What follows belongs to an exercise in optimizing a design on an open flow for small area, a short achievable clock period and few clock cycles per item; a production flow would make more cautious choices. Only simulation tests tie the RTL to the original design; equivalence was not proved.

==> flow/design.v (excerpt) <==
module exec_unit_top
(
    input  logic        clk,
    input  logic        rst,
    input  logic        branch_mispredict,
    input  logic        in_valid,
    input  logic [6:0]  opcode,
    input  logic [6:0]  funct7,
    input  logic [2:0]  funct3,
    input  logic        alu_cmp,
    input  logic [2:0]  aluop,
    input  logic [2:0]  cmpop,
    input  logic [31:0] rs1_v,
    input  logic [31:0] rs2_v,
    input  logic [3:0]  rob_id_dest,
    output logic        ready,
    output logic [3:0]  rob_id,
    output logic [31:0] rd_data
);
Size: ~110 flip-flops, roughly 130 I/O pins, about 29,000 µm² of cells after synthesis.
export LEC_CHECK = 0
export ABC_AREA = 1
export CAP_MARGIN = 20
export CORE_MARGIN = 2
export CORE_UTILIZATION = 40
export SETUP_SLACK_MARGIN = 3
export SLEW_MARGIN = 20
create_clock -name core_clock -period 12.0 [get_ports {clk}]
run.sh (not shown) runs the stock make flow with config.mk's settings and CLKGATE_MAP_FILE= SYNTH_SCRIPT=/design/flow/synth_recipe.tcl, a recipe that flattens the netlist after the stock synthesis.
Testbench counts at the start, summed over its fixed seeds: cycles 10,517, items 5,600.
==> next run, changes <==
--- a/flow/config.mk
+++ b/flow/config.mk
@@ -12 +12 @@
-export SETUP_SLACK_MARGIN = 3
+export SETUP_SLACK_MARGIN = 1
Outcome: The changed run passed the timing, design-rule and antenna checks; final area drops by about a fifth; final cell count drops by a few percent; fmax drops by roughly a tenth; global-route usage drops by 1.4 points; first-iteration DRC count drops by a few percent; non-clock buffer count drops by 314.
==> next run, changes <==
--- a/flow/config.mk
+++ b/flow/config.mk
@@ -11,2 +11,2 @@
-export CORE_UTILIZATION = 40
-export SETUP_SLACK_MARGIN = 1
+export CORE_UTILIZATION = 30
+export SETUP_SLACK_MARGIN = 2
=> The new run produced a clean layout. Routed wire length goes up by a few percent. Final cell count went up by a few percent. Global-route usage drops by 9.4 points. Final area increases by a little under a tenth. Area after synthesis is unchanged. Clock skew is about the same. Synthesized cell count stays the same.
==> next run, changes <==
--- a/flow/config.mk
+++ b/flow/config.mk
@@ -11,2 +11,2 @@
-export CORE_UTILIZATION = 30
-export SETUP_SLACK_MARGIN = 2
+export CORE_UTILIZATION = 40
+export SETUP_SLACK_MARGIN = 1.5
=>
- final cell count fell by a few percent
- wire length fell slightly
==> next run, changes <==
--- a/flow/config.mk
+++ b/flow/config.mk
@@ -12 +12 @@
-export SETUP_SLACK_MARGIN = 1.5
+export SETUP_SLACK_MARGIN = 2
Critical path depth went down by 1.
Design area went up by 3.4%.
Via count went up by 1.5%.
==> next run, changes <==
--- a/flow/config.mk
+++ b/flow/config.mk
@@ -11 +11 @@
-export CORE_UTILIZATION = 40
+export CORE_UTILIZATION = 50
Clock-buffer cell count is unchanged; routed wire length goes down by 0.48%; cell area is about the same; first-iteration DRC count goes up by 14%; fmax goes down by 1.4%; sequential share of layout area hardly moves; worst setup slack gets worse by 0.14 ns.

Starting RTL as in the previous note.
==> flow/design.v (excerpt) <==
module exec_unit_top
(
    input  logic        clk,
    input  logic        rst,
    input  logic        branch_mispredict,
    input  logic        in_valid,
    input  logic [6:0]  opcode,
    input  logic [6:0]  funct7,
    input  logic [2:0]  funct3,
    input  logic        alu_cmp,
    input  logic [2:0]  aluop,
    input  logic [2:0]  cmpop,
    input  logic [31:0] rs1_v,
    input  logic [31:0] rs2_v,
    input  logic [3:0]  rob_id_dest,
    output logic        ready,
    output logic [3:0]  rob_id,
    output logic [31:0] rd_data
);
Settings: LEC_CHECK=0, ABC_AREA=1, CAP_MARGIN=20, CORE_MARGIN=2, CORE_UTILIZATION=40, SETUP_SLACK_MARGIN=2.5, SLEW_MARGIN=20; clock period 12.0 ns.
Testbench counts at the start, summed over its fixed seeds: cycles 10,517, items 5,600.
Next try:
--- a/flow/config.mk
+++ b/flow/config.mk
@@ -8 +7,0 @@
-export ABC_AREA = 1
@@ -12 +11,2 @@
-export SETUP_SLACK_MARGIN = 2.5
+export GPL_TIMING_DRIVEN = 0
+export SETUP_SLACK_MARGIN = 2
Outcome: Die area is higher by 3.7%. Hold slack gets worse by 0.037 ns. Via count is higher by 0.92%. Critical path depth is higher by 8. Routed wire length rises by 20%. Non-clock buffer count climbs by 167. Final area rises by 4.8%. Cell count decreases by 9.4%.

-- re-timing with driven ports --
No port has a modelled driver above. Below, the same layouts with a new extraction and two added sets of constraints.
Step 1, drivers: a clkbuf_16 drives clk and a buf_2 each remaining input, both assumed.
Step 2, shift: input delay + t, output delay - t, t = (earliest + latest rising clock arrival at the registers) / 2. This alone moves slack from input paths to output paths.
a / b / c = ideal ports / drivers / drivers and shift; a / b = the first two.
run | shift t [ns] | setup WS [ns] | latest minus earliest clock arrival (ns)
the first run of note 1 | 0.469 | 2.709 / 2.677 / 2.237 | 0.035 / 0.036
the second run of note 1 | 0.474 | 1.332 / 1.266 / 1.042 | 0.034 / 0.035
the third run of note 1 | 0.465 | 2.107 / 2.041 / 1.892 | 0.030 / 0.030
the fourth run of note 1 | 0.474 | 1.680 / 1.657 / 1.475 | 0.032 / 0.032
the fifth run of note 1 | 0.476 | 2.036 / 2.012 / 1.904 | 0.032 / 0.032
the sixth run of note 1 | 0.454 | 1.895 / 1.872 / 1.854 | 0.022 / 0.021
the first run of note 2 | 0.471 | 2.608 / 2.586 / 2.197 | 0.032 / 0.032
the second run of note 2 | 0.469 | 1.889 / 1.906 / 1.437 | 0.014 / 0.014
After both steps every run listed still meets setup and hold. The setup slack of the first run of note 1, which loses most, moves by -0.032 ns with the drivers and by -0.472 ns with both steps.
